What follows belongs to an exercise in optimizing a design on an open flow for small area, a short achievable clock period and few clock cycles; a production flow would make more cautious choices.
RTL that was checked went through simulation tests only; none was proved equivalent to the original.
No functional check of the RTL was part of runs 4 to 7.
Power and IR drop assume default switching activity.

--- flow/flow/run.sh ---
#!/bin/bash
# The standard layout, with buf_1 as the port buffer cell instead of the
# cell buffer_ports picks by default.
set -euo pipefail
export BUFFER_PORTS_ARGS="-buffer_cell sky130_fd_sc_hd__buf_1"
bash standard.sh > standard.log 2>&1
--- flow/standard.sh ---
#!/bin/bash
# synth_recipe.tcl (not shown) runs the flow's synth.tcl, then flattens the netlist and writes it again
# the make line also repeats each setting of config.mk as NAME=value (left out here)
make -C /OpenROAD-flow-scripts/flow DESIGN_CONFIG=/design/flow/config.mk WORK_HOME=/design/flow/orfs CLKGATE_MAP_FILE= SYNTH_SCRIPT=/design/flow/synth_recipe.tcl "${@:-finish}"
--- flow/config.mk ---
export PLATFORM = sky130hd
export DESIGN_NAME = div_fsm
export DESIGN_NICKNAME = div_fsm
export VERILOG_FILES = /design/flow/design.v
export SDC_FILE = /design/flow/constraint.sdc
export NUM_CORES = 4
export LEC_CHECK = 0
export ABC_CLOCK_PERIOD_IN_PS = 3000
export CAP_MARGIN = 20
export CORE_MARGIN = 2
export CORE_UTILIZATION = 60
export PLACE_DENSITY = 0.75
export SETUP_SLACK_MARGIN = 2.5
export SLEW_MARGIN = 20
--- flow/constraint.sdc ---
create_clock -name core_clock -period 6.0 [get_ports {clk}]
set_input_delay 1.2000 -clock core_clock [delete_from_list [all_inputs] [get_ports {clk}]]
set_output_delay 1.2000 -clock core_clock [all_outputs]
set_load 0.01 [all_outputs]
--- flow/design.v ---
module div_fsm#(
    parameter   DATAWIDTH = 10'd57
)
(
    input                         clk,
    input                         rst_n,
    input                         en,
    input     [DATAWIDTH-1:0]     dividend,
    input     [DATAWIDTH-1:0]     divisor,
    output                        ready,
    output    [DATAWIDTH-1:0]     quotient,
    output    [DATAWIDTH-1:0]     remainder,
    output                        vld_out
);
localparam W  = DATAWIDTH;
localparam K1 = 27;              
localparam K2 = 3;               
reg  [W-1:0] r_q;                
reg  [W-1:0] r_r;                
reg  [W-1:0] r_d;                
reg  [5:0]   r_cnt;              
reg          r_busy;
reg          r_vld;
assign ready     = ~r_busy;
assign vld_out   = r_vld;
assign quotient  = r_q;
assign remainder = r_r;
wire start = en & ~r_busy;
reg  [5:0]   r_wb;
reg  [5:0]   wb_in;
integer      wi;
always @(*) begin
    wb_in = 6'd0;
    for (wi = 0; wi < W; wi = wi + 1)
        if (divisor[wi]) wb_in = wi + 1;
end
wire [W-1:0] m;
genvar gi;
generate
    for (gi = 0; gi < W; gi = gi + 1) begin : g_m
        assign m[gi] = (r_wb <= gi + 1);
    end
endgenerate
wire d_nz = (r_wb != 6'd0);
wire [W+K1-1:0] x1 = {r_r, r_q[W-1:W-K1]};
wire [W+K2-1:0] x2 = {r_r, r_q[W-1:W-K2]};
wire sk1 = d_nz & (r_cnt >= K1) & ~|x1[W+K1-1:W] & ~|(x1[W-1:0] & m);
wire sk2 = d_nz & (r_cnt >= K2) & ~|x2[W+K2-1:W] & ~|(x2[W-1:0] & m);
wire [W:0]   x0   = {r_r, r_q[W-1]};
wire [W+1:0] diff = {1'b0, x0} - {2'b00, r_d};
wire         qb   = ~diff[W+1];
always @(posedge clk or negedge rst_n) begin
    if (!rst_n) begin
        r_busy <= 1'b0;
        r_vld  <= 1'b0;
        r_cnt  <= 6'd0;
    end else begin
        r_vld <= 1'b0;
        if (start) begin
            r_busy <= 1'b1;
            r_cnt  <= W;
        end else if (r_busy) begin
            if (sk1) begin
                r_cnt <= r_cnt - K1;
                if (r_cnt == K1) begin r_busy <= 1'b0; r_vld <= 1'b1; end
            end else if (sk2) begin
                r_cnt <= r_cnt - K2;
                if (r_cnt == K2) begin r_busy <= 1'b0; r_vld <= 1'b1; end
            end else begin
                r_cnt <= r_cnt - 1'b1;
                if (r_cnt == 6'd1) begin r_busy <= 1'b0; r_vld <= 1'b1; end
            end
        end
    end
end
always @(posedge clk) begin
    if (start) begin
        r_q <= dividend;
        r_d <= divisor;
        r_wb <= wb_in;
        r_r <= {W{1'b0}};
    end else if (r_busy) begin
        if (sk1) begin
            r_r <= x1[W-1:0];
            r_q <= {r_q[W-K1-1:0], {K1{1'b0}}};
        end else if (sk2) begin
            r_r <= x2[W-1:0];
            r_q <= {r_q[W-K2-1:0], {K2{1'b0}}};
        end else begin
            r_r <= qb ? diff[W-1:0] : x0[W-1:0];
            r_q <= {r_q[W-2:0], qb};
        end
    end
end
endmodule
==> results.py, run 1 <==
metrics = {
    "timing": {
        "fin_setup_tns_ps": 0,
        "worst_slew_pin_slew_ps": 920,
        "fin_skew_ps": 17.4,
        "rsz0062_at_grt": "yes",
        "slew_violations": 0,
        "fmax_ghz": 0.284,
        "min_period_over_period": 0.587,
        "hold_violations": 0,
        "setup_viol": 0,
        "post-route-min-period_ps": 3520,
        "max_slew_margin": 0.386,
        "setup_ws_ps": 2480,
    },
    "finish": {
        "fin_nets": 2155,
        "fin_cells": 2309,
        "final_cell_area_um2": 17000,
        "drive_gt1_frac": 0.114,
        "syn_to_final_growth_pct": 19.2,
        "fin_util": 0.726,
        "diodes": 0,
    },
    "critical_path": {
        "rr_startpoint": "r_wb[1]$_SDFFCE_PP0P_",
        "worst-endpoint-required_ps": 6330,
        "reg2reg_depth": 13,
        "critPathLaunchType": "register",
        "cp_max_fo": 16,
        "rr_endpoint": "r_r[53]$_SDFFE_PP0P_",
        "crit_path_end_kind": "register",
        "critical_path_arrival_ps": 3850,
        "crit_start": "r_wb[1]$_SDFFCE_PP0P_",
        "endpoint": "r_r[53]$_SDFFE_PP0P_",
        "criticalPathCategory": "register to register",
        "r2r_slack_ps": 2480,
    },
    "outcome": {
        "status": "timing/DRC/antenna clean",
    },
    "floorplanning": {
        "die_height_um": 158,
        "std_cell_rows": 56,
        "core_um2": 23400,
        "start_util": 0.609,
        "die-area_um2": 25000,
        "io_pins": 233,
        "die_w_um": 158,
    },
    "synthesis": {
        "ys_seq_area_frac": 0.347,
        "synth_cell_types": 79,
        "synth_xor_area_frac": 0.0289,
        "synth_top_family_by_area": "compound AO/OA/AOI/OAI gates",
        "synth_edf_count": 120,
        "syn_area_um2": 14300,
        "synth_nets": 1896,
        "synthFlopType": "edfxtp_1",
        "synth_seq_cells": 185,
        "ys_warn_count": 1,
        "synthAdderAreaFrac": 0.0555,
        "syn_area_per_cell_um2": 8.30,
        "synth.area.mux_share": 0.0603,
        "synth-compound-area-share": 0.289,
        "synthSimpleGateAreaFrac": 0.161,
        "synth-async-reset-ratio": 0.0432,
        "syn_inst": 1718,
    },
    "clock_tree": {
        "ctsHoldBuffers": 0,
        "cts.clk_slew.worst_paths_ps": 80,
        "insertion_delay_ps": 440,
        "cts_root_buf": "clkbuf_16",
        "cts_sinks": 185,
        "htree_num_levels": 4,
        "cts_buffers": 17,
        "cts_buffer_depth": 2,
        "cts_tree": "yes",
    },
    "worst_hold_path": {
        "hp-class": "register to register",
    },
    "power": {
        "cellPowerDensity_nw_per_um2": 555,
        "p_switching_mw": 4.76,
        "power.internal_mw": 4.68,
        "peakVddDrop_mv": 0.305,
        "leakage_nw": 6.51,
        "clkPwrFrac": 0.123,
        "p_sw_frac": 0.504,
        "seq_power_share": 0.333,
        "combinationalPowerShare": 0.544,
    },
    "grt": {
        "grt_pass1_wl_um": 82000,
        "overflow": 0,
        "grt_max_degree": 83,
        "grt_usage": 0.434,
        "grt_pass1_vias": 14282,
        "antenna_found_initial": 0,
    },
    "route": {
        "drt_first_iter_violations": 2571,
        "drt_wl_total_um": 57200,
        "drcViolationCount": 0,
        "firstDrtPassIters": 7,
        "routed-via-count": 15914,
        "routedWlPerCell_um": 24.8,
        "post_drt_via_cell_ratio": 6.89,
        "ant_nets": 0,
    },
    "run": {
        "drv_cap": 0,
    },
    "placement": {
        "dp.final_hpwl_um": 39400,
        "io_buffers": 232,
        "dpl.cell_count": 2208,
        "gp_congestion": 1.02,
        "pre_cts_slack_ps": 1820,
        "place_area_um2": 15400,
    },
}
[final cells by class]
cell class                      count  area, um2
Inverter                          109        422
Multi-Input combinational cell   1332       8750
Clock inverter                     14        151
Tap cell                          319        399
Sequential cell                   185       4980
Clock buffer                       18        429
Fill cell                        1860       6400
Timing Repair Buffer              332       1870
[stage by stage]
step	total power [mW]	hold WS, ps
2_1_floorplan	5.71	520
3_3_place_gp	7.43	557
3_5_place_dp	7.51	572
4_1_cts	8.85	584
5_1_grt	9.86	589
6_report	9.44	579
[cells by family after synthesis]
| logic type | count (synthesis) |
|---|---|
| xor gates and xnor gates | 47 |
| DFF | 185 |
| adders and majority gates | 63 |
| muxes | 85 |
| AOI/OAI and AO/OA | 648 |
| and+or+nand+nor | 489 |
| buffers and inverters | 201 |
[registers in the layout (all words and copies together), names as in the netlist]
| name | count |
|---|---|
| r_d | 57 |
| r_wb | 6 |
| r_vld | 1 |
| r_q | 57 |
| r_r | 57 |
| r_cnt | 6 |
| r_busy | 1 |
[power groups by stage]
| stage | clock, mW | sequential [mW] | combinational [mW] |
|---|---|---|---|
| global placement | 0 | 3.07 | 4.36 |
| detailed placement | 0 | 3.04 | 4.47 |
| CTS | 1.15 | 3.03 | 4.66 |
| floorplan | 0 | 2.63 | 3.08 |
| global route | 1.20 | 3.12 | 5.54 |
| finish | 1.16 | 3.15 | 5.13 |
[worst min path at each step]
| stage | start | to | cells after the start |
|---|---|---|---|
| floorplan | r_cnt[0]$_DFFE_PN0P_ | r_cnt[0]$_DFFE_PN0P_ | 1 |
| global placement | r_cnt[0]$_DFFE_PN0P_ | r_cnt[0]$_DFFE_PN0P_ | 1 |
| detailed placement | r_cnt[0]$_DFFE_PN0P_ | r_cnt[0]$_DFFE_PN0P_ | 1 |
| CTS | r_cnt[0]$_DFFE_PN0P_ | r_cnt[0]$_DFFE_PN0P_ | 1 |
| global route | r_r[43]$_SDFFE_PP0P_ | r_r[43]$_SDFFE_PP0P_ | 2 |
| finish | r_r[43]$_SDFFE_PP0P_ | r_r[43]$_SDFFE_PP0P_ | 2 |
[per-layer routing]
| layer | global-route usage | share of wire | vias to the layer above |
|---|---|---|---|
| li1 | - | - | 6964 |
| met1 | 0.572 | 0.38 | 7467 |
| met2 | 0.646 | 0.43 | 1233 |
| met3 | 0.140 | 0.13 | 250 |
| met4 | 0.203 | 0.054 | 0 |
| met5 | 0 | 0 | - |
[worst max-delay path: stages (launching register included)]
cell and delay (ps):
edfxtp_1 440, buf_4 200, nor2_1 480, o21ai_0 160, a21o_1 200, a311oi_1 400, or4_4 240, nor4_4 60
buf_6 150, buf_4 190, a22o_1 260, a211o_1 300, a31oi_2 230, nor2_1 80
[what timing repair did]
| item | 4_1_cts | 5_1_grt |
|---|---|---|
| hold endpoints to repair | 0 | 0 |
| setup buffers | 28 | 33 |
| setup endpoints to repair | 120 | 108 |
| cloned | 3 | 5 |
| pin swaps | 7 | 14 |
| gates resized for setup | 54 | 62 |
[synthesized netlist by cell type (all sizes together) (20+ instances only)]
| cell type | count | area, um2 |
|---|---|---|
| xnor2 | 30 | 263 |
| nand2 | 164 | 616 |
| nor2 | 138 | 518 |
| nor3 | 35 | 175 |
| nand3 | 28 | 140 |
| a21o | 37 | 278 |
| o21ai | 173 | 866 |
| a21oi | 189 | 946 |
| edfxtp | 120 | 3600 |
| clkbuf | 46 | 173 |
| a22oi | 20 | 150 |
| ha | 60 | 751 |
| nor4 | 25 | 178 |
| buf | 46 | 258 |
| mux2i | 78 | 781 |
| dfxtp | 57 | 1140 |
| a22o | 33 | 289 |
| inv | 108 | 405 |
[cell usage in the layout, fill, tap and decap left out, types with 10 or more instances in the layout]
cell type	n
a21oi_1	183
o211ai_1	16
and3_1	13
o31ai_1	13
xnor2_1	30
dfxtp_2	24
mux2i_1	78
nor2b_1	10
nand3_1	28
a22oi_1	20
a31oi_1	14
inv_1	104
nand4_1	19
buf_1	232
nor2_1	134
a22o_1	33
xor2_1	17
o21ai_0	168
nand2b_1	14
o21bai_1	10
nand2_1	162
nor4_1	21
o21a_1	18
clkbuf_16	21
buf_4	78
a21o_1	37
nor3_1	32
ha_1	59
edfxtp_1	120
a211oi_1	10
dfxtp_1	32
Testbench counts, summed over its fixed seeds: cycles 33,212.
==> run 2, diff against run 1 <==
==> flow/flow/run.sh (replaced) <==
#!/bin/bash
# The standard layout, with buf_1 as the port buffer cell instead of the
# cell buffer_ports picks by default, and sizing not held to cell footprints.
set -euo pipefail
export BUFFER_PORTS_ARGS="-buffer_cell sky130_fd_sc_hd__buf_1"
bash standard.sh MATCH_CELL_FOOTPRINT=0 finish > standard.log 2>&1
--- a/flow/config.mk
+++ b/flow/config.mk
@@ -8,7 +8,6 @@
 export ABC_CLOCK_PERIOD_IN_PS = 3000
 export CAP_MARGIN = 20
 export CORE_MARGIN = 2
-export CORE_UTILIZATION = 60
-export PLACE_DENSITY = 0.75
+export CORE_UTILIZATION = 40
 export SETUP_SLACK_MARGIN = 2.5
 export SLEW_MARGIN = 20
==> results.py, run 2 <==
metrics = {
    "power": {
        "cellPowerDensity_nw_per_um2": 540,
        "peakVddDrop_mv": 0.243,
        "leakage_nw": 6.45,
    },
    "clock_tree": {
        "htree_num_levels": 4,
        "cts_root_buf": "clkbuf_16",
        "insertion_delay_ps": 460,
        "cts_tree": "yes",
        "cts_buffer_depth": 2,
        "cts_sinks": 185,
        "ctsHoldBuffers": 0,
        "cts.clk_slew.worst_paths_ps": 80,
        "cts_buffers": 17,
    },
    "timing": {
        "min_period_over_period": 0.573,
        "worst_slew_pin_slew_ps": 850,
        "slew_violations": 0,
        "setup_viol": 0,
        "hold_violations": 0,
        "post-route-min-period_ps": 3440,
        "fin_skew_ps": 15.5,
        "fin_setup_tns_ps": 0,
        "max_slew_margin": 0.433,
        "rsz0062_at_grt": "yes",
        "fmax_ghz": 0.291,
    },
    "worst_hold_path": {
        "min_to": "r_r[43]$_SDFFE_PP0P_",
        "min_delay_path_depth": 2,
        "hold_start": "r_r[43]$_SDFFE_PP0P_",
        "hp-class": "register to register",
    },
    "floorplanning": {
        "die_height_um": 193,
        "die_w_um": 193,
        "start_util": 0.404,
        "io_pins": 233,
        "die-area_um2": 37200,
        "core_um2": 35300,
        "std_cell_rows": 69,
    },
    "outcome": {
        "status": "timing/DRC/antenna clean",
    },
    "placement": {
        "gp_congestion": 0.965,
        "dp.final_hpwl_um": 42900,
        "io_buffers": 232,
    },
    "synthesis": {
        "synth_cell_types": 79,
        "syn_area_um2": 14300,
        "synth-async-reset-ratio": 0.0432,
        "synthAdderAreaFrac": 0.0555,
        "synthSimpleGateAreaFrac": 0.161,
        "synth_top_family_by_area": "compound AO/OA/AOI/OAI gates",
        "synth_nets": 1896,
        "syn_area_per_cell_um2": 8.30,
        "yosys-top-cells-area": "edfxtp_1, dfxtp_1, a21oi_1, o21ai_0, mux2i_1",
        "synth-compound-area-share": 0.289,
        "synth_xor_area_frac": 0.0289,
        "ys_seq_area_frac": 0.347,
        "synth_seq_cells": 185,
        "syn_inst": 1718,
        "synth_top_area_frac": 0.253,
        "synth_area_leader_cell": "edfxtp_1",
        "synth.most_common_cell": "a21oi_1",
        "synth_edf_count": 120,
        "synth_commonest_cells": "a21oi_1, o21ai_0, nand2_1",
        "synthFlopType": "edfxtp_1",
        "ys_warn_count": 1,
        "synth.area.mux_share": 0.0603,
    },
    "finish": {
        "fin_nets": 2145,
        "syn_to_final_growth_pct": 20.2,
        "final_common_cell": "buf_1",
        "reg_top3": "r_d x57, r_q x57, r_r x57",
        "fin_util": 0.485,
        "diodes": 0,
        "most-common-layout-cells": "buf_1, a21oi_1, o21ai_0",
        "drive_gt1_frac": 0.105,
    },
    "critical_path": {
        "reg2reg_depth": 15,
        "critical_path_arrival_ps": 3770,
        "rr_endpoint": "r_cnt[3]$_DFFE_PN0P_",
        "cp_cell_sequence": "buf_12 -> buf_4 -> a211oi_2 -> o21ai_0 -> a211oi_1 -> nor4_1 -> nand4_1 -> buf_4 -> nor3_4 -> buf_12 -> buf_6 -> maj3_1 -> a21oi_1 -> xor2_1 -> a21oi_1",
        "cp_max_fo": 16,
        "cp_slowest_cell": "a211oi_2",
        "worst-endpoint-required_ps": 6340,
        "critPathLaunchType": "register",
        "crit_path_end_kind": "register",
        "rr_startpoint": "r_wb[3]$_SDFFCE_PP1P_",
        "criticalPathCategory": "register to register",
        "r2r_slack_ps": 2560,
        "max_stage_delay_ps": 480,
    },
    "route": {
        "drt_wl_total_um": 61500,
        "routedWlPerCell_um": 25.2,
        "routed-via-count": 15241,
        "drcViolationCount": 0,
        "firstDrtPassIters": 6,
        "drt_first_iter_violations": 1500,
        "post_drt_via_cell_ratio": 6.24,
        "ant_nets": 0,
    },
    "grt": {
        "overflow": 0,
        "grt_pass1_wl_um": 87400,
        "grt_max_degree": 66,
        "grt_pass1_vias": 13968,
        "antenna_found_initial": 1,
        "grt_usage": 0.316,
    },
    "run": {
        "drv_cap": 0,
    },
}
## run 2: what timing repair did
item / in CTS / in global routing
endpoints found under the setup margin: 121 / 118
setup buffers: 24 / 17
cloned: 3 / 7
pin swaps: 6 / 18
gates resized for setup: 48 / 64
## run 2: layout make-up
| cell class | instances | area [um2] |
|---|---|---|
| Multi-Input combinational cell | 1332 | 8720 |
| Clock buffer | 19 | 433 |
| Fill cell | 3489 | 18200 |
| Inverter | 109 | 423 |
| Sequential cell | 185 | 4980 |
| Timing Repair Buffer | 322 | 1900 |
| Clock inverter | 13 | 105 |
| Tap cell | 461 | 577 |
## run 2: critical path: cells and delay by family (launching register included)
family	cells	cell delay (ps)
xor+xnor	1	170
fa+ha+maj	1	390
flops	1	440
buf+inv	5	870
compound gates	5	1190
simple gates	3	230
## run 2: kinds of logic after synthesis
logic type / after synthesis
buffers and inverters: 201
flip-flops: 185
XOR/XNOR: 47
adder cells (fa/ha/maj): 63
AND/OR/NAND/NOR: 489
multiplexers: 85
AO/OA/AOI/OAI: 648
## run 2: metal layers
layer	vias up	track usage	wire (um)
met1	7441	0.442	26600
met5	-	0	0
met3	130	0.0464	4930
met2	726	0.495	27700
met4	0	0.115	2220
li1	6944	-	-
## run 2: how the worst max path moves through the flow
stage,startpoint,end,cells after the start
6_report,r_wb[3]$_SDFFCE_PP1P_,r_cnt[3]$_DFFE_PN0P_,15
5_1_grt,r_wb[4]$_SDFFCE_PP1P_,r_r[0]$_SDFFE_PP0P_,14
4_1_cts,r_wb[5]$_SDFFCE_PP1P_,r_r[0]$_SDFFE_PP0P_,14
3_5_place_dp,r_wb[3]$_SDFFCE_PP1P_,r_r[0]$_SDFFE_PP0P_,11
3_3_place_gp,r_wb[3]$_SDFFCE_PP1P_,r_r[0]$_SDFFE_PP0P_,11
2_1_floorplan,r_q[56]$_DFFE_PP_,r_r[56]$_SDFFE_PP0P_,14
## run 2: report_power, final
group | leakage (nW) | total [mW] | switching [mW] | internal, mW
combinational | 4.43 | 5.16 | 3.07 | 2.09
clock | 0.256 | 1.09 | 0.525 | 0.567
sequential | 1.76 | 3.00 | 1.06 | 1.94
total | 6.45 | 9.25 | 4.66 | 4.60
## run 2: per-stage QoR
| stage | cell area, um2 | instances | hold slack [ps] | total power, mW | setup WS [ps] |
|---|---|---|---|---|---|
| 2_1_floorplan | 14300 | 1718 | 520 | 5.71 | 2620 |
| 3_3_place_gp | 15600 | 2358 | 560 | 7.62 | 1430 |
| 3_5_place_dp | 15600 | 2358 | 574 | 7.65 | 1630 |
| 4_1_cts | 16600 | 2417 | 585 | 8.90 | 2500 |
| 5_1_grt | 17100 | 2441 | 597 | 9.77 | 2460 |
| 6_report | 17100 | 2441 | 574 | 9.25 | 2560 |
==> run 3, diff against run 2 <==
==> flow/flow/run.sh (replaced) <==
#!/bin/bash
# The standard layout, with buf_1 as the port buffer cell instead of the
# cell buffer_ports picks by default, and power recovery after global route.
set -euo pipefail
export BUFFER_PORTS_ARGS="-buffer_cell sky130_fd_sc_hd__buf_1"
bash standard.sh RECOVER_POWER=100 finish > standard.log 2>&1
--- a/flow/config.mk
+++ b/flow/config.mk
@@ -9,5 +9,6 @@
 export CAP_MARGIN = 20
 export CORE_MARGIN = 2
 export CORE_UTILIZATION = 40
+export CTS_BUF_LIST = sky130_fd_sc_hd__clkbuf_4 sky130_fd_sc_hd__clkbuf_8
 export SETUP_SLACK_MARGIN = 2.5
 export SLEW_MARGIN = 20
==> results.py, run 3 <==
metrics = {
    "clock_tree": {
        "cts_sinks": 185,
        "cts.clk_slew.worst_paths_ps": 110,
        "insertion_delay_ps": 530,
        "cts_root_buf": "clkbuf_8",
        "cts_buffers": 17,
        "htree_num_levels": 4,
        "cts_tree": "yes",
        "cts_buffer_depth": 2,
        "ctsHoldBuffers": 0,
    },
    "synthesis": {
        "synth_nets": 1896,
        "synth_area_leader_cell": "edfxtp_1",
        "syn_area_per_cell_um2": 8.30,
        "synth_edf_count": 120,
        "synth.most_common_cell": "a21oi_1",
        "synth_commonest_cells": "a21oi_1, o21ai_0, nand2_1",
        "synth_seq_cells": 185,
        "synth-async-reset-ratio": 0.0432,
        "ys_seq_area_frac": 0.347,
        "ys_warn_count": 1,
        "syn_area_um2": 14300,
        "synth_top_area_frac": 0.253,
        "synth_cell_types": 79,
        "synthFlopType": "edfxtp_1",
        "syn_inst": 1718,
        "yosys-top-cells-area": "edfxtp_1, dfxtp_1, a21oi_1, o21ai_0, mux2i_1",
    },
    "placement": {
        "io_buffers": 232,
        "pre_cts_slack_ps": 1630,
        "gp_congestion": 0.965,
        "dp.final_hpwl_um": 42900,
    },
    "critical_path": {
        "worst-endpoint-required_ps": 6400,
        "cp_top_family": "buffers and inverters",
        "cp_max_fo": 9,
        "max_stage_delay_ps": 630,
        "rr_startpoint": "r_r[19]$_SDFFE_PP0P_",
        "cp_slowest_cell": "clkbuf_1",
        "critPathLaunchType": "register",
        "crit_path_end_kind": "register",
        "cp_common_cell": "clkbuf_1",
        "r2r_slack_ps": 1430,
        "cp_cell_sequence": "clkbuf_1 -> ha_1 -> nand4_1 -> or4_1 -> a211oi_1 -> clkbuf_1 -> o211ai_1 -> clkbuf_1 -> a21oi_1 -> clkbuf_1 -> buf_4 -> nor2_1 -> a222oi_1 -> o31ai_1",
        "path_buf_inv": 5,
        "critical_path_arrival_ps": 4970,
        "rr_endpoint": "r_r[48]$_SDFFE_PP0P_",
        "criticalPathCategory": "register to register",
        "reg2reg_depth": 14,
    },
    "finish": {
        "multiInputGateArea_um2": 8710,
        "reg_top3": "r_d x57, r_q x57, r_r x57",
        "seq_area_um2": 4940,
        "final_common_cell": "buf_1",
        "drive_gt1_frac": 0.0783,
        "fin_util": 0.474,
        "fin_nets": 2144,
        "most-common-layout-cells": "buf_1, a21oi_1, o21ai_0",
        "syn_to_final_growth_pct": 17.5,
        "fillers": 3550,
        "diodes": 0,
    },
    "floorplanning": {
        "core_um2": 35300,
        "die-area_um2": 37200,
        "start_util": 0.404,
        "io_pins": 233,
        "die_height_um": 193,
        "std_cell_rows": 69,
        "die_w_um": 193,
    },
    "timing": {
        "worst_slew_pin_slew_ps": 1990,
        "setup_ws_ps": 1430,
        "fin_skew_ps": 24.6,
        "hold_violations": 0,
        "rsz0062_at_grt": "no",
        "whs_ps": 580,
        "fmax_ghz": 0.219,
        "max_slew_margin": -0.330,
        "setup_viol": 0,
        "post-route-min-period_ps": 4570,
        "slew_violations": 71,
        "min_period_over_period": 0.762,
        "fin_setup_tns_ps": 0,
    },
    "grt": {
        "grt_pass1_vias": 13979,
        "overflow": 0,
        "grt_pass1_wl_um": 87600,
        "antenna_found_initial": 0,
        "grt_max_degree": 66,
        "grt_usage": 0.317,
    },
    "route": {
        "firstDrtPassIters": 6,
        "routed-via-count": 15343,
        "routedWlPerCell_um": 25.3,
        "drt_first_iter_violations": 1502,
        "ant_nets": 0,
        "post_drt_via_cell_ratio": 6.29,
        "drcViolationCount": 0,
        "drt_wl_total_um": 61700,
    },
    "power": {
        "leakage_nw": 6.24,
        "cellPowerDensity_nw_per_um2": 534,
        "peakVddDrop_mv": 0.222,
    },
    "outcome": {
        "status": "finished with violations",
        "so_faults": "capacitance limit, slew limit",
    },
    "worst_hold_path": {
        "hp-class": "primary input to asynchronous set/reset pin",
    },
    "run": {
        "drv_cap": 2,
    },
}
==> run 3: cell counts after synthesis <==
Identical to the previous run, type by type.
==> run 3: layer usage <==
metal,wire (um),vias to the layer above,track usage
li1,-,6950,-
met1,26800,7522,0.442
met2,27800,741,0.494
met3,4770,130,0.0486
met4,2280,0,0.118
met5,0,-,0
==> run 3: final cells by class <==
type                    instances  share of cell area
multi-input cells            1332               0.520
flip-flops and latches        185               0.295
repair buffers                321               0.104
well taps                     461              0.0344
inverters                     109              0.0252
clock buffers                  19              0.0149
clock inverters                13             0.00627
==> run 3: power breakdown <==
| part | internal (mW) | switching (mW) | total [mW] | leakage, nW |
|---|---|---|---|---|
| clock | 0.332 | 0.492 | 0.824 | 0.175 |
| combinational | 2.03 | 3.11 | 5.14 | 4.31 |
| sequential | 1.91 | 1.07 | 2.98 | 1.76 |
==> run 3: repair_timing <==
action	CTS	global route
gates resized for setup	43	77
pin swaps	6	14
cloned	3	7
endpoints found under the setup margin	121	121
buffers inserted	24	16
==> run 3: metrics by stage <==
stage,power (mW),std cells,area (um2)
5_1_grt,9.46,2440,16800
2_1_floorplan,5.71,1718,14300
3_5_place_dp,7.65,2358,15600
6_report,8.94,2440,16800
4_1_cts,8.66,2417,16500
3_3_place_gp,7.62,2358,15600
==> run 3: worst register-to-register path, stage by stage, from the launching register on <==
cell	delay (ps)
dfxtp_1	320
clkbuf_1	630
ha_1	370
nand4_1	130
or4_1	420
a211oi_1	170
clkbuf_1	360
o211ai_1	160
clkbuf_1	150
a21oi_1	380
clkbuf_1	590
buf_4	220
nor2_1	160
a222oi_1	270
o31ai_1	130
==> run 3: kinds of logic (layout without fill, tap and decap cells) <==
family / count (synthesis) / count (layout) / synth area share
AO/OA/AOI/OAI: 648 / 648 / 0.289
XOR/XNOR: 47 / 47 / 0.0289
adder cells (fa/ha/maj): 63 / 63 / 0.0555
buffers and inverters: 201 / 462 / 0.0589
flip-flops: 185 / 185 / 0.347
multiplexers: 85 / 85 / 0.0603
AND/OR/NAND/NOR: 489 / 489 / 0.161
==> run 3: how the worst max path moves through the flow <==
stage	startpoint	end	depth (start not counted)
3_5_place_dp	r_wb[3]$_SDFFCE_PP1P_	r_r[0]$_SDFFE_PP0P_	11
4_1_cts	r_q[56]$_DFFE_PP_	r_r[4]$_SDFFE_PP0P_	14
2_1_floorplan	r_q[56]$_DFFE_PP_	r_r[56]$_SDFFE_PP0P_	14
3_3_place_gp	r_wb[3]$_SDFFCE_PP1P_	r_r[0]$_SDFFE_PP0P_	11
6_report	r_r[19]$_SDFFE_PP0P_	r_r[48]$_SDFFE_PP0P_	14
5_1_grt	r_r[11]$_SDFFE_PP0P_	r_q[41]$_DFFE_PP_	13
==> run 4, diff against run 3 <==
--- a/flow/design.v
+++ b/flow/design.v
@@ -13,8 +13,8 @@
     output                        vld_out
 );
 localparam W  = DATAWIDTH;
-localparam K1 = 27;              
-localparam K2 = 3;               
+localparam K1 = 16;              
+localparam K2 = 4;               
 reg  [W-1:0] r_q;                
 reg  [W-1:0] r_r;                
 reg  [W-1:0] r_d;                
@@ -26,22 +26,18 @@
 assign quotient  = r_q;
 assign remainder = r_r;
 wire start = en & ~r_busy;
-reg  [5:0]   r_wb;
-reg  [5:0]   wb_in;
-integer      wi;
-always @(*) begin
-    wb_in = 6'd0;
-    for (wi = 0; wi < W; wi = wi + 1)
-        if (divisor[wi]) wb_in = wi + 1;
-end
 wire [W-1:0] m;
 genvar gi;
 generate
     for (gi = 0; gi < W; gi = gi + 1) begin : g_m
-        assign m[gi] = (r_wb <= gi + 1);
+        if (gi == W-1) begin : g_top
+            assign m[gi] = 1'b1;
+        end else begin : g_rest
+            assign m[gi] = ~|r_d[W-1:gi+1];
+        end
     end
 endgenerate
-wire d_nz = (r_wb != 6'd0);
+wire d_nz = |r_d;
 wire [W+K1-1:0] x1 = {r_r, r_q[W-1:W-K1]};
 wire [W+K2-1:0] x2 = {r_r, r_q[W-1:W-K2]};
 wire sk1 = d_nz & (r_cnt >= K1) & ~|x1[W+K1-1:W] & ~|(x1[W-1:0] & m);
@@ -77,7 +73,6 @@
     if (start) begin
         r_q <= dividend;
         r_d <= divisor;
-        r_wb <= wb_in;
         r_r <= {W{1'b0}};
     end else if (r_busy) begin
         if (sk1) begin
==> flow/run.sh (new file) <==
#!/bin/bash
# synth_recipe.tcl (not shown) runs the flow's synth.tcl, then flattens the netlist and writes it again
# the make line also repeats each setting of config.mk as NAME=value (left out here)
make -C /OpenROAD-flow-scripts/flow DESIGN_CONFIG=/design/flow/config.mk WORK_HOME=/design/flow/orfs CLKGATE_MAP_FILE= SYNTH_SCRIPT=/design/flow/synth_recipe.tcl finish
==> flow/config.mk (replaced) <==
export PLATFORM = sky130hd
export DESIGN_NAME = div_fsm
export DESIGN_NICKNAME = div_fsm
export VERILOG_FILES = /design/flow/design.v
export SDC_FILE = /design/flow/constraint.sdc
export NUM_CORES = 4
export LEC_CHECK = 0
export CAP_MARGIN = 20
export CORE_MARGIN = 2
export CORE_UTILIZATION = 40
export SLEW_MARGIN = 20
removed: flow/flow/run.sh
removed: flow/standard.sh
==> results.py, run 4 <==
metrics = {
    "timing": {
        "hold_violations": 0,
        "setup_viol": 0,
        "fin_setup_tns_ps": 0,
        "fin_skew_ps": 12.2,
        "max_slew_margin": 0.297,
        "min_period_over_period": 0.784,
        "rsz0062_at_grt": "no",
        "worst_slew_pin_slew_ps": 1050,
        "post-route-min-period_ps": 4700,
        "slew_violations": 0,
        "fmax_ghz": 0.213,
    },
    "synthesis": {
        "syn_area_per_cell_um2": 8.47,
        "synth_area_leader_cell": "edfxtp_1",
        "synth_commonest_cells": "nand2_1, a21oi_1, edfxtp_1",
        "synthFlopType": "edfxtp_1",
        "yosys-top-cells-area": "edfxtp_1, dfxtp_1, nand2_1, ha_1, mux2i_1",
        "synth-compound-area-share": 0.271,
        "syn_inst": 1615,
        "synth_xor_area_frac": 0.0352,
        "synth.most_common_cell": "nand2_1",
        "synth_top_area_frac": 0.250,
        "ys_seq_area_frac": 0.348,
        "synth_top_family_by_area": "compound AO/OA/AOI/OAI gates",
        "synth_seq_cells": 179,
        "synthAdderAreaFrac": 0.0609,
        "synth_nets": 1798,
        "synth_cell_types": 82,
        "synthSimpleGateAreaFrac": 0.179,
        "synth.area.mux_share": 0.0483,
        "synth-async-reset-ratio": 0.0447,
        "syn_area_um2": 13700,
        "ys_warn_count": 1,
        "synth_edf_count": 114,
    },
    "power": {
        "cellPowerDensity_nw_per_um2": 617,
        "peakVddDrop_mv": 0.341,
        "leakage_nw": 6.96,
        "design_power_total_mw": 10.4,
    },
    "grt": {
        "overflow": 0,
        "grt_max_degree": 99,
        "grt_pass1_wl_um": 80800,
        "antenna_found_initial": 1,
        "grt_usage": 0.296,
        "grt_pass1_vias": 13116,
    },
    "placement": {
        "io_buffers": 232,
        "gp_congestion": 0.934,
        "dp.final_hpwl_um": 39000,
    },
    "critical_path": {
        "cp_top_family": "simple AND/OR/NAND/NOR gates",
        "crit_cells": 11,
        "reg2reg_depth": 11,
        "critPathLaunchType": "register",
        "cp_cell_sequence": "nor2_1 -> nand4_1 -> nor4b_4 -> nand3_1 -> o31ai_1 -> a2111oi_1 -> nand3_4 -> buf_12 -> mux2i_1 -> a211oi_1 -> a21o_1",
        "critical_path_arrival_ps": 4920,
        "worst-endpoint-required_ps": 6220,
        "max_stage_delay_ps": 710,
        "endpoint": "r_q[50]$_DFFE_PP_",
        "rr_endpoint": "r_q[50]$_DFFE_PP_",
        "path_buf_inv": 1,
        "criticalPathCategory": "register to register",
        "rr_startpoint": "r_d[39]$_DFFE_PP_",
        "r2r_slack_ps": 1300,
        "crit_start": "r_d[39]$_DFFE_PP_",
        "cp_slowest_cell": "nor2_1",
        "cp_max_fo": 52,
        "crit_path_end_kind": "register",
    },
    "outcome": {
        "status": "timing/DRC/antenna clean",
    },
    "clock_tree": {
        "cts.clk_slew.worst_paths_ps": 80,
        "insertion_delay_ps": 460,
        "cts_root_buf": "clkbuf_16",
        "cts_sinks": 179,
        "post-cts-setup-buffers": 0,
        "cts_tree": "yes",
        "htree_num_levels": 4,
        "cts_buffer_depth": 2,
        "ctsHoldBuffers": 0,
        "cts_resized": 0,
        "cts_buffers": 17,
    },
    "route": {
        "ant_nets": 0,
        "routed-via-count": 13844,
        "highest_layer": "met5",
        "post_drt_via_cell_ratio": 6.14,
        "routedWlPerCell_um": 23.9,
        "drcViolationCount": 0,
        "drt_wl_total_um": 53800,
        "firstDrtPassIters": 5,
        "drt_first_iter_violations": 1565,
        "dr_wl_met2_um": 24100,
        "wirelength_met1_um": 23700,
        "wl_met3_um": 5090,
    },
    "worst_hold_path": {
        "hp-class": "register to register",
        "hold_start": "r_r[56]$_SDFFE_PP0P_",
    },
    "finish": {
        "fillers": 3137,
        "diodes": 0,
        "final_common_cell": "nand2_1",
        "most-common-layout-cells": "nand2_1, clkdlybuf4s50_1, a21oi_1",
        "reg_top3": "r_d x57, r_q x57, r_r x57",
        "fin_util": 0.502,
        "fin_nets": 1975,
        "drive_gt1_frac": 0.0443,
        "syn_to_final_growth_pct": 23.3,
    },
    "floorplanning": {
        "die_w_um": 189,
        "std_cell_rows": 67,
        "core_um2": 33600,
        "start_util": 0.407,
        "io_pins": 233,
        "die_height_um": 189,
        "die-area_um2": 35700,
    },
    "run": {
        "drv_cap": 0,
    },
}
## run 4: cell count changes after synthesis, sizes merged, moves of 15 or more
cell | previous run | this run
nand2 | 164 | 237
inv | 108 | 93
o211ai | 16 | 72
a22o | 33 | 14
a21oi | 189 | 117
nor2 | 138 | 90
o21ai | 173 | 129
## run 4: kinds of logic (layout without fill, tap and decap cells)
group,after synthesis,after routing
buffers and inverters,182,372
flip-flops,179,179
AND/OR/NAND/NOR,509,509
AO/OA/AOI/OAI,558,558
multiplexers,66,66
XOR/XNOR,55,55
adder cells (fa/ha/maj),66,66
## run 4: through the flow
step	hold WS, ps	worst slack [ps]	instances	area, um2
2_1_floorplan	495	2230	1615	13700
3_3_place_gp	515	1350	2221	16300
3_5_place_dp	529	1380	2221	16300
4_1_cts	541	1360	2253	16900
5_1_grt	581	940	2253	16900
6_report	533	1300	2253	16900
## run 4: how the worst min path moves through the flow
| stage | endpoint | cells after the start | slack [ps] |
|---|---|---|---|
| 6_report | r_r[56]$_SDFFE_PP0P_ | 2 | 530 |
| 5_1_grt | r_cnt[2]$_DFFE_PN0P_ | 1 | 580 |
| 4_1_cts | r_r[56]$_SDFFE_PP0P_ | 2 | 540 |
| 3_5_place_dp | r_r[56]$_SDFFE_PP0P_ | 2 | 530 |
| 3_3_place_gp | r_r[56]$_SDFFE_PP0P_ | 2 | 520 |
| 2_1_floorplan | r_cnt[2]$_DFFE_PN0P_ | 1 | 490 |
## run 4: final cells by class
class                   count  area, um2  share of cell area
well taps                 448        561              0.0332
inverters                  93        354              0.0210
repair buffers            247       2460               0.146
clock inverters            15        144             0.00853
flip-flops and latches    179       4760               0.282
multi-input cells        1254       8160               0.484
clock buffers              17        425              0.0252
## run 4: power by group
| group | switching, mW | leakage (nW) | internal [mW] |
|---|---|---|---|
| registers | 1.13 | 1.71 | 1.98 |
| clock network | 0.595 | 0.282 | 0.553 |
| logic | 3.39 | 4.97 | 2.77 |
## run 4: tightest hold or removal path: cells and delay by family (launching register included)
kind / cells / cell delay, ps
AO/OA/AOI/OAI: 1 / 60
flip-flops: 1 / 360
AND/OR/NAND/NOR: 1 / 70
## run 4: routing by layer
metal  global-route usage  up-vias
li1                     -     6403
met3               0.0549       70
met5                    0        -
met2                0.461      744
met4               0.0658        2
met1                0.425     6625
==> run 5, diff against run 4 <==
--- a/flow/config.mk
+++ b/flow/config.mk
@@ -5,7 +5,9 @@
 export SDC_FILE = /design/flow/constraint.sdc
 export NUM_CORES = 4
 export LEC_CHECK = 0
+export ABC_CLOCK_PERIOD_IN_PS = 3000
 export CAP_MARGIN = 20
 export CORE_MARGIN = 2
 export CORE_UTILIZATION = 40
+export SETUP_SLACK_MARGIN = 2.5
 export SLEW_MARGIN = 20
==> results.py, run 5 <==
metrics = {
    "synthesis": {
        "synth-async-reset-ratio": 0.0447,
        "syn_inst": 1615,
        "ys_seq_area_frac": 0.348,
        "ys_warn_count": 1,
        "synth_cell_types": 82,
        "synth_nets": 1798,
        "syn_area_per_cell_um2": 8.47,
        "synth_top_area_frac": 0.250,
        "synthFlopType": "edfxtp_1",
        "synth_commonest_cells": "nand2_1, a21oi_1, edfxtp_1",
        "syn_area_um2": 13700,
        "yosys-top-cells-area": "edfxtp_1, dfxtp_1, nand2_1, ha_1, mux2i_1",
        "synth_area_leader_cell": "edfxtp_1",
        "synth_edf_count": 114,
        "synth.most_common_cell": "nand2_1",
        "synth_seq_cells": 179,
    },
    "route": {
        "drt_first_iter_violations": 1810,
        "highest_layer": "met5",
        "drcViolationCount": 0,
        "routedWlPerCell_um": 26.2,
        "routed-via-count": 15172,
        "wl_met3_um": 7280,
        "dr_wl_met2_um": 27100,
        "ant_nets": 0,
        "wirelength_met1_um": 25000,
        "post_drt_via_cell_ratio": 6.41,
        "firstDrtPassIters": 6,
        "drt_wl_total_um": 62000,
    },
    "timing": {
        "fin_setup_tns_ps": 0,
        "rsz0062_at_grt": "yes",
        "min_period_over_period": 0.590,
        "max_slew_margin": 0.363,
        "setup_viol": 0,
        "fin_skew_ps": 20.9,
        "post-route-min-period_ps": 3540,
        "worst_slew_pin_slew_ps": 948,
        "fmax_ghz": 0.282,
        "hold_violations": 0,
        "slew_violations": 0,
    },
    "floorplanning": {
        "start_util": 0.407,
        "die_w_um": 189,
        "die-area_um2": 35700,
        "std_cell_rows": 67,
        "die_height_um": 189,
        "core_um2": 33600,
        "io_pins": 233,
    },
    "critical_path": {
        "critPathLaunchType": "register",
        "worst-endpoint-required_ps": 6230,
        "rr_startpoint": "r_d[23]$_DFFE_PP_",
        "rr_endpoint": "r_q[49]$_DFFE_PP_",
        "r2r_slack_ps": 2460,
        "cp_max_fo": 28,
        "criticalPathCategory": "register to register",
        "reg2reg_depth": 11,
        "crit_path_end_kind": "register",
        "critical_path_arrival_ps": 3770,
    },
    "grt": {
        "grt_usage": 0.318,
        "grt_max_degree": 86,
        "overflow": 0,
        "grt_pass1_wl_um": 86600,
        "antenna_found_initial": 3,
        "grt_pass1_vias": 13986,
    },
    "clock_tree": {
        "cts_buffer_depth": 2,
        "cts_tree": "yes",
        "cts_sinks": 179,
        "cts.clk_slew.worst_paths_ps": 80,
        "cts_root_buf": "clkbuf_16",
        "insertion_delay_ps": 470,
        "cts_buffers": 17,
        "htree_num_levels": 4,
    },
    "power": {
        "cellPowerDensity_nw_per_um2": 619,
        "power.internal_mw": 5.93,
        "p_sw_frac": 0.496,
        "clkPwrFrac": 0.102,
        "leakage_nw": 7.85,
        "p_switching_mw": 5.84,
        "combinationalPowerShare": 0.632,
        "peakVddDrop_mv": 0.261,
        "design_power_total_mw": 11.8,
        "seq_power_share": 0.267,
    },
    "finish": {
        "drive_gt1_frac": 0.162,
        "most-common-layout-cells": "clkdlybuf4s50_1, nand2_1, edfxtp_1",
        "reg_top3": "r_d x57, r_q x57, r_r x57",
        "syn_to_final_growth_pct": 39.1,
        "final_cell_area_um2": 19000,
        "fin_nets": 2088,
        "final_common_cell": "clkdlybuf4s50_1",
    },
    "worst_hold_path": {
        "min_to": "r_r[56]$_SDFFE_PP0P_",
        "hp-class": "register to register",
        "min_delay_path_depth": 2,
        "hold_start": "r_r[56]$_SDFFE_PP0P_",
    },
    "placement": {
        "io_buffers": 232,
        "dp.final_hpwl_um": 39600,
        "place_area_um2": 16300,
        "gp_congestion": 0.962,
    },
    "outcome": {
        "status": "timing/DRC/antenna clean",
    },
    "run": {
        "drv_cap": 0,
    },
}
[run 5: what timing repair did]
action	CTS	global route
pin swaps	21	48
endpoints found under the setup margin	122	121
setup buffers	28	60
cloned	7	17
gates resized for setup	78	132
hold buffers	0	0
endpoints found under the hold margin	0	0
[run 5: routing by layer]
| metal | up-vias | GRT usage |
|---|---|---|
| li1 | 6673 | - |
| met1 | 7266 | 0.439 |
| met2 | 1047 | 0.487 |
| met3 | 184 | 0.0734 |
| met4 | 2 | 0.116 |
| met5 | - | 0 |
[run 5: worst max-delay path: stages (launching register included)]
cell and delay, ps:
edfxtp_1 520, or3_1 500, nor3_2 240, nor4b_4 350, nand3_2 190, o31ai_4 290, a2111oi_4 140, nand3_4 220
buf_16 230, mux2i_1 290, a211oi_2 100, a21o_1 180
[run 5: cell type report]
type / count / area, um2
repair buffers: 348 / 3590
multi-input cells: 1266 / 9120
clock buffers: 19 / 453
diodes: 1 / 2.50
flip-flops and latches: 179 / 4800
inverters: 93 / 354
clock inverters: 13 / 148
well taps: 448 / 561
fillers: 3080 / 14600
[run 5: how the worst max path moves through the flow]
stage / from / end / slack, ps / cells after the start
floorplan: r_q[56]$_DFFE_PP_ / r_r[48]$_SDFFE_PP0P_ / 2550 / 14
global placement: r_d[39]$_DFFE_PP_ / r_q[52]$_DFFE_PP_ / 1260 / 11
detailed placement: r_d[39]$_DFFE_PP_ / r_q[49]$_DFFE_PP_ / 1270 / 11
CTS: r_d[52]$_DFFE_PP_ / r_r[55]$_SDFFE_PP0P_ / 2470 / 15
global route: r_cnt[4]$_DFFE_PN0P_ / r_q[33]$_DFFE_PP_ / 2400 / 14
finish: r_d[23]$_DFFE_PP_ / r_q[49]$_DFFE_PP_ / 2460 / 11
[run 5: power by group through the flow]
stage	registers (mW)	clock network, mW	logic, mW
3_5_place_dp	3.04	0	6.11
2_1_floorplan	2.71	0	3.95
3_3_place_gp	3.06	0	6.07
4_1_cts	3.03	1.21	6.53
6_report	3.14	1.20	7.44
5_1_grt	3.15	1.25	7.97
[run 5: kinds of logic after synthesis]
logic type	Yosys count	synth area share
simple gates	509	0.179
flops	179	0.348
mux	66	0.0483
compound gates	558	0.271
fa+ha+maj	66	0.0609
xor+xnor	55	0.0352
buf+inv	182	0.0572
[run 5: through the flow]
step / util / std cells / hold WS (ps) / worst slack, ps
floorplan: - / 1615 / 495 / 2550
global placement: 0.485 / 2222 / 531 / 1260
detailed placement: 0.485 / 2222 / 541 / 1270
CTS: 0.527 / 2289 / 558 / 2470
global route: 0.566 / 2367 / 575 / 2400
finish: 0.566 / 2367 / 557 / 2460
==> run 6, diff against run 5 <==
==> flow/config.mk (replaced) <==
export PLATFORM = sky130hd
export DESIGN_NAME = div_fsm
export DESIGN_NICKNAME = div_fsm
export VERILOG_FILES = /design/flow/design.v
export SDC_FILE = /design/flow/constraint.sdc
export NUM_CORES = 4
export LEC_CHECK = 0
export ABC_CLOCK_PERIOD_IN_PS = 2500
export CAP_MARGIN = 20
export CORE_MARGIN = 2
export CORE_UTILIZATION = 40
export SETUP_SLACK_MARGIN = 3.2
export SLEW_MARGIN = 20
==> results.py, run 6 <==
metrics = {
    "floorplanning": {
        "die_height_um": 189,
        "core_um2": 33600,
        "io_pins": 233,
        "std_cell_rows": 67,
        "die_w_um": 189,
        "die-area_um2": 35700,
        "start_util": 0.407,
    },
    "clock_tree": {
        "htree_num_levels": 4,
        "cts.clk_slew.worst_paths_ps": 70,
        "cts_buffers": 17,
        "insertion_delay_ps": 490,
        "cts_buffer_depth": 2,
        "cts_sinks": 179,
        "cts_tree": "yes",
        "cts_root_buf": "clkbuf_16",
        "ctsHoldBuffers": 0,
    },
    "power": {
        "combinationalPowerShare": 0.687,
        "power.internal_mw": 6.83,
        "cellPowerDensity_nw_per_um2": 639,
        "seq_power_share": 0.227,
        "p_sw_frac": 0.489,
        "clkPwrFrac": 0.086,
        "leakage_nw": 8.77,
        "p_switching_mw": 6.53,
        "peakVddDrop_mv": 0.270,
    },
    "timing": {
        "fin_setup_tns_ps": 0,
        "post-route-min-period_ps": 3610,
        "rsz0062_at_grt": "yes",
        "setup_viol": 0,
        "slew_violations": 0,
        "fin_skew_ps": 27.8,
        "max_slew_margin": 0.392,
        "hold_violations": 0,
        "min_period_over_period": 0.602,
        "fmax_ghz": 0.277,
        "whs_ps": 539,
        "worst_slew_pin_slew_ps": 903,
    },
    "synthesis": {
        "synthSimpleGateAreaFrac": 0.179,
        "synth-compound-area-share": 0.271,
        "synth_commonest_cells": "nand2_1, a21oi_1, edfxtp_1",
        "synth-async-reset-ratio": 0.0447,
        "synth_seq_cells": 179,
        "ys_warn_count": 1,
        "synthAdderAreaFrac": 0.0609,
        "synth_area_leader_cell": "edfxtp_1",
        "synth_nets": 1798,
        "synthFlopType": "edfxtp_1",
        "synth.most_common_cell": "nand2_1",
        "synth_top_area_frac": 0.250,
        "syn_area_per_cell_um2": 8.47,
        "syn_inst": 1615,
        "synth_cell_types": 82,
        "yosys-top-cells-area": "edfxtp_1, dfxtp_1, nand2_1, ha_1, mux2i_1",
        "synth_edf_count": 114,
        "syn_area_um2": 13700,
        "ys_seq_area_frac": 0.348,
        "synth_top_family_by_area": "compound AO/OA/AOI/OAI gates",
        "synth.area.mux_share": 0.0483,
        "synth_xor_area_frac": 0.0352,
    },
    "grt": {
        "antenna_found_initial": 3,
        "grt_pass1_vias": 14820,
        "grt_max_degree": 53,
        "grt_usage": 0.352,
        "grt_pass1_wl_um": 94600,
        "overflow": 0,
    },
    "finish": {
        "seq_area_um2": 4820,
        "syn_to_final_growth_pct": 52.9,
        "diodes": 0,
        "fin_cells": 2474,
        "final_common_cell": "clkdlybuf4s50_1",
        "multiInputGateArea_um2": 9630,
        "fin_nets": 2196,
        "fillers": 2820,
        "reg_top3": "r_d x57, r_q x57, r_r x57",
        "most-common-layout-cells": "clkdlybuf4s50_1, nand2_1, buf_4",
        "drive_gt1_frac": 0.255,
    },
    "run": {
        "drv_cap": 0,
    },
    "critical_path": {
        "criticalPathCategory": "register to register",
        "cp_max_fo": 13,
        "cp_cell_sequence": "or4_4 -> or4_4 -> nor4_4 -> nand3_1 -> nand2_1 -> a2111oi_4 -> nand3_4 -> buf_4 -> buf_12 -> mux2i_1 -> nand2_1 -> o211ai_1 -> nand2_1",
        "cp_common_cell": "nand2_1",
        "max_stage_delay_ps": 610,
        "cp_slowest_cell": "or4_4",
        "crit_path_end_kind": "register",
        "worst-endpoint-required_ps": 6230,
        "critPathLaunchType": "register",
        "critical_path_arrival_ps": 3840,
    },
    "placement": {
        "gp_congestion": 0.902,
        "dpl.cell_count": 2231,
        "io_buffers": 232,
        "dp.final_hpwl_um": 41000,
    },
    "route": {
        "drt_wl_total_um": 66600,
        "ant_nets": 0,
        "drcViolationCount": 0,
        "firstDrtPassIters": 9,
        "routed-via-count": 16031,
        "routedWlPerCell_um": 26.9,
        "drt_first_iter_violations": 2111,
        "post_drt_via_cell_ratio": 6.48,
    },
    "worst_hold_path": {
        "hp-class": "register to register",
    },
    "outcome": {
        "status": "timing/DRC/antenna clean",
    },
}
==> run 6: changes by cell type in the layout (fill, tap and decap cells not counted), sizes merged, moves of 2 or more <==
cell / delta
bufbuf: +3
nand2: +5
dlygate4sd2: +5
buf: +93
clkbuf: +3
clkinvlp: +4
clkdlybuf4s50: -12
nand3: +2
inv: -2
dlymetal6s2s: +7
==> run 6: through the flow <==
step | total power, mW | util | area [um2] | setup slack (ps)
CTS | 12.3 | 0.578 | 19400 | 2530
finish | 13.4 | 0.622 | 20900 | 2390
detailed placement | 9.45 | 0.491 | 16500 | 1560
floorplan | 6.96 | - | 14000 | 2870
global route | 13.9 | 0.622 | 20900 | 2310
global placement | 9.40 | 0.491 | 16500 | 1410
==> run 6: final cells by class <==
class,instances,share of cell area
repair buffers,447,0.236
inverters,93,0.0185
flip-flops and latches,179,0.231
multi-input cells,1274,0.461
repair inverters,1,0.000419
clock inverters,13,0.00598
clock buffers,19,0.0207
well taps,448,0.0268
==> run 6: power by group through the flow <==
stage	clock network (mW)	logic (mW)	registers, mW
global placement	0	6.38	3.03
CTS	1.15	8.15	2.95
global route	1.20	9.67	3.05
detailed placement	0	6.44	3.01
finish	1.15	9.17	3.04
floorplan	0	4.24	2.72
==> run 6: kinds of logic after synthesis <==
logic type	after synthesis
AO/OA/AOI/OAI	558
XOR/XNOR	55
adder cells (fa/ha/maj)	66
buffers and inverters	182
flip-flops	179
multiplexers	66
AND/OR/NAND/NOR	509
==> run 6: critical path, delay by kind of cell (launching register included) <==
family	cells	cell delay, ps
simple gates	8	2100
buf+inv	2	310
flops	1	470
compound gates	2	190
mux	1	270
==> run 6: final timing paths <==
path                                      start                   end  slack [ps]  depth (start not counted)
min                        r_r[56]$_SDFFE_PP0P_  r_r[56]$_SDFFE_PP0P_         540                          2
max                           r_d[29]$_DFFE_PP_     r_q[28]$_DFFE_PP_        2390                         13
max reg2reg                   r_d[29]$_DFFE_PP_     r_q[28]$_DFFE_PP_        2390                         13
min in group asynchronous                 rst_n       r_vld$_DFF_PN0_        1010                          1
max in group asynchronous                 rst_n      r_busy$_DFF_PN0_        4690                          1
min reg2reg                r_r[56]$_SDFFE_PP0P_  r_r[56]$_SDFFE_PP0P_         540                          2
==> run 6: repair_timing <==
item | CTS | global route
setup endpoints to repair | 229 | 218
pin swaps | 78 | 53
setup buffers | 101 | 62
cloned | 34 | 14
resized for setup | 224 | 151
==> run 6: routing by layer <==
layer / share of wire / track usage
met1: 0.40 / 0.476
met2: 0.44 / 0.543
met3: 0.11 / 0.0777
met4: 0.049 / 0.147
met5: 0.00059 / 0
==> run 7, diff against run 6 <==
--- a/flow/design.v
+++ b/flow/design.v
@@ -13,8 +13,8 @@
     output                        vld_out
 );
 localparam W  = DATAWIDTH;
-localparam K1 = 16;              
-localparam K2 = 4;               
+localparam K1 = 27;              
+localparam K2 = 3;               
 reg  [W-1:0] r_q;                
 reg  [W-1:0] r_r;                
 reg  [W-1:0] r_d;                
==> flow/flow/run.sh (new file) <==
#!/bin/bash
# The standard layout, with buf_1 as the port buffer cell instead of the
# cell buffer_ports picks by default.
set -euo pipefail
export BUFFER_PORTS_ARGS="-buffer_cell sky130_fd_sc_hd__buf_1"
bash standard.sh > standard.log 2>&1
==> flow/standard.sh (new file) <==
#!/bin/bash
# synth_recipe.tcl (not shown) runs the flow's synth.tcl, then flattens the netlist and writes it again
# the make line also repeats each setting of config.mk as NAME=value (left out here)
make -C /OpenROAD-flow-scripts/flow DESIGN_CONFIG=/design/flow/config.mk WORK_HOME=/design/flow/orfs CLKGATE_MAP_FILE= SYNTH_SCRIPT=/design/flow/synth_recipe.tcl "${@:-finish}"
==> flow/config.mk (replaced) <==
export PLATFORM = sky130hd
export DESIGN_NAME = div_fsm
export DESIGN_NICKNAME = div_fsm
export VERILOG_FILES = /design/flow/design.v
export SDC_FILE = /design/flow/constraint.sdc
export NUM_CORES = 4
export LEC_CHECK = 0
export ABC_CLOCK_PERIOD_IN_PS = 3000
export CAP_MARGIN = 20
export CORE_MARGIN = 2
export CORE_UTILIZATION = 40
export CTS_BUF_LIST = sky130_fd_sc_hd__clkbuf_4 sky130_fd_sc_hd__clkbuf_8
export SETUP_SLACK_MARGIN = 2.5
export SLEW_MARGIN = 20
removed: flow/run.sh
==> results.py, run 7 <==
metrics = {
    "finish": {
        "final_common_cell": "buf_1",
        "reg_top3": "r_d x57, r_q x57, r_r x57",
        "fillers": 3435,
        "diodes": 0,
        "final_cell_area_um2": 16900,
        "syn_to_final_growth_pct": 22.5,
        "most-common-layout-cells": "buf_1, nand2_1, a21oi_1",
        "fin_nets": 2132,
        "drive_gt1_frac": 0.155,
    },
    "worst_hold_path": {
        "hp-class": "register to register",
        "min_delay_path_depth": 1,
        "min_to": "r_cnt[0]$_DFFE_PN0P_",
        "hold_start": "r_cnt[0]$_DFFE_PN0P_",
    },
    "power": {
        "p_sw_frac": 0.522,
        "cellPowerDensity_nw_per_um2": 589,
        "p_switching_mw": 5.21,
        "combinationalPowerShare": 0.622,
        "seq_power_share": 0.296,
        "power.internal_mw": 4.76,
        "peakVddDrop_mv": 0.230,
        "leakage_nw": 6.34,
        "clkPwrFrac": 0.083,
    },
    "clock_tree": {
        "cts_root_buf": "clkbuf_8",
        "htree_num_levels": 4,
        "cts_buffers": 17,
        "cts_sinks": 179,
        "insertion_delay_ps": 520,
        "cts_buffer_depth": 2,
        "cts.clk_slew.worst_paths_ps": 110,
        "cts_tree": "yes",
    },
    "synthesis": {
        "synth_commonest_cells": "nand2_1, a21oi_1, edfxtp_1",
        "synth_seq_cells": 179,
        "syn_area_um2": 13800,
        "ys_seq_area_frac": 0.345,
        "yosys-top-cells-area": "edfxtp_1, dfxtp_1, a21oi_1, ha_1, nand2_1",
        "synth_cell_types": 86,
        "synth_top_area_frac": 0.248,
        "syn_inst": 1673,
        "synth.most_common_cell": "nand2_1",
        "synth_area_leader_cell": "edfxtp_1",
        "synthFlopType": "edfxtp_1",
        "ys_warn_count": 1,
        "synth_edf_count": 114,
        "syn_area_per_cell_um2": 8.26,
        "synth_nets": 1851,
        "synth-async-reset-ratio": 0.0447,
    },
    "timing": {
        "max_slew_margin": 0.317,
        "fin_skew_ps": 24.8,
        "fmax_ghz": 0.284,
        "rsz0062_at_grt": "yes",
        "fin_setup_tns_ps": 0,
        "slew_violations": 0,
        "setup_ws_ps": 2480,
        "setup_viol": 0,
        "min_period_over_period": 0.587,
        "post-route-min-period_ps": 3520,
        "worst_slew_pin_slew_ps": 1020,
        "hold_violations": 0,
    },
    "floorplanning": {
        "die_height_um": 190,
        "start_util": 0.403,
        "die-area_um2": 36000,
        "die_w_um": 190,
        "std_cell_rows": 68,
        "io_pins": 233,
        "core_um2": 34300,
    },
    "critical_path": {
        "rr_endpoint": "r_r[55]$_SDFFE_PP0P_",
        "crit_path_end_kind": "register",
        "r2r_slack_ps": 2480,
        "rr_startpoint": "r_r[28]$_SDFFE_PP0P_",
        "worst-endpoint-required_ps": 6420,
        "reg2reg_depth": 13,
        "cp_slowest_cell": "dfxtp_1",
        "cp_common_cell": "buf_4",
        "criticalPathCategory": "register to register",
        "max_stage_delay_ps": 530,
        "critical_path_arrival_ps": 3940,
        "cp_cell_sequence": "ha_2 -> nand4_1 -> buf_4 -> inv_1 -> o2bb2ai_1 -> a2111o_1 -> o211ai_1 -> buf_4 -> nand2_1 -> a32o_2 -> o21a_1 -> o311a_1 -> o31ai_1",
        "critPathLaunchType": "register",
        "cp_max_fo": 7,
    },
    "grt": {
        "grt_pass1_wl_um": 87800,
        "grt_usage": 0.322,
        "overflow": 0,
        "antenna_found_initial": 0,
        "grt_max_degree": 63,
        "grt_pass1_vias": 14239,
    },
    "route": {
        "firstDrtPassIters": 8,
        "routedWlPerCell_um": 24.8,
        "ant_nets": 0,
        "post_drt_via_cell_ratio": 6.29,
        "drt_first_iter_violations": 1877,
        "routed-via-count": 15242,
        "drt_wl_total_um": 60100,
        "drcViolationCount": 0,
    },
    "placement": {
        "pre_cts_slack_ps": 1250,
        "dp.final_hpwl_um": 42800,
        "place_area_um2": 15100,
        "io_buffers": 232,
        "gp_congestion": 1.00,
    },
    "run": {
        "drv_cap": 0,
    },
    "outcome": {
        "status": "timing/DRC/antenna clean",
    },
}
## run 7: area by class of cell
type,count,area [um2],area share
Multi-Input combinational cell,1319,8980,0.531
Timing Repair Buffer,352,1920,0.113
Inverter,85,319,0.0188
Clock buffer,20,256,0.0152
Tap cell,455,569,0.0336
Clock inverter,12,100,0.00591
Sequential cell,179,4780,0.283
## run 7: cell families (layout without fill, tap and decap cells)
family | after synthesis | after routing | share of synthesized area
adder cells (fa/ha/maj) | 62 | 62 | 0.0565
buffers and inverters | 181 | 469 | 0.0559
flip-flops | 179 | 179 | 0.345
AND/OR/NAND/NOR | 558 | 564 | 0.201
multiplexers | 39 | 39 | 0.0285
AO/OA/AOI/OAI | 605 | 605 | 0.283
XOR/XNOR | 49 | 49 | 0.0311
## run 7: routing by layer
layer  share of wire  GRT usage
met5               0          0
met3            0.10     0.0614
met1            0.40      0.428
met2            0.45      0.513
met4           0.044      0.137
## run 7: power by group through the flow
stage | Sequential (mW) | Clock, mW | Combinational, mW
finish | 2.95 | 0.823 | 6.20
global route | 2.97 | 0.876 | 6.72
CTS | 2.89 | 0.837 | 5.79
detailed placement | 2.90 | 0 | 5.51
global placement | 2.90 | 0 | 5.47
floorplan | 2.70 | 0 | 3.67
## run 7: metrics by stage
step | instances | hold WS [ps] | power [mW] | util
after floorplan | 1673 | 534 | 6.37 | -
after detailed placement | 2295 | 555 | 8.41 | 0.440
after CTS | 2365 | 586 | 9.51 | 0.471
after global routing | 2422 | 613 | 10.6 | 0.494
final | 2422 | 581 | 9.97 | 0.494
after global placement | 2294 | 548 | 8.37 | 0.440
## run 7: worst max-delay path: cells and delay by family (launching register included)
family / cells / cell delay, ps
flip-flops: 1 / 530
adder cells (fa/ha/maj): 1 / 390
buffers and inverters: 3 / 360
AO/OA/AOI/OAI: 7 / 1830
AND/OR/NAND/NOR: 2 / 310
## run 7: worst max path at each step
stage / from / end / slack (ps) / depth (start not counted)
finish: r_r[28]$_SDFFE_PP0P_ / r_r[55]$_SDFFE_PP0P_ / 2480 / 13
global route: r_d[22]$_DFFE_PP_ / r_r[55]$_SDFFE_PP0P_ / 2410 / 13
CTS: r_cnt[0]$_DFFE_PN0P_ / r_r[55]$_SDFFE_PP0P_ / 2450 / 12
detailed placement: r_d[41]$_DFFE_PP_ / r_q[28]$_DFFE_PP_ / 1250 / 10
global placement: r_d[41]$_DFFE_PP_ / r_q[51]$_DFFE_PP_ / 1300 / 10
floorplan: r_r[50]$_SDFFE_PP0P_ / r_r[14]$_SDFFE_PP0P_ / 2770 / 14
## run 7: timing repair
action                                 in CTS  in global routing
hold buffers                                0                  0
setup buffers                              32                 54
pin swaps                                  18                 28
setup endpoints to repair                 121                118
cloned                                      6                  2
gates resized for setup                    80                 86
endpoints found under the hold margin       0                  0

separate check: timing with driven ports:
How much do the figures lean on ideal ports? The routed layouts below were timed once more, with nothing changed but the port constraints.
Step 1, drivers: a clkbuf_16 drives clk and a buf_2 each remaining input, both assumed.
Step 2 times the ports against the registers' clock, not the clock port: input delays grow and output delays shrink by t, the midpoint of the rising clock arrivals with the driver on.
a / b / c = ideal / step 1 / step 2; a / b = the first two.
run	t, ns	setup WS [ns]	clock arrival spread, ns	worst data-port slew with drivers (ns)
run 1	0.490	2.479 / 2.479 / 2.226	0.017 / 0.017	0.05
run 2	0.502	2.563 / 2.563 / 2.246	0.016 / 0.015	0.06
run 3	0.570	1.425 / 1.425 / 1.051	0.026 / 0.026	0.06
run 4	0.506	1.299 / 1.299 / 1.299	0.012 / 0.013	0.08
run 5	0.512	2.458 / 2.458 / 2.347	0.021 / 0.021	0.07
run 6	0.534	2.389 / 2.389 / 2.389	0.028 / 0.028	0.08
run 7	0.553	2.478 / 2.478 / 2.478	0.025 / 0.025	0.04
For run 3, which loses most, drivers alone change the setup slack by 0.000 ns; drivers and shift together by -0.374 ns.
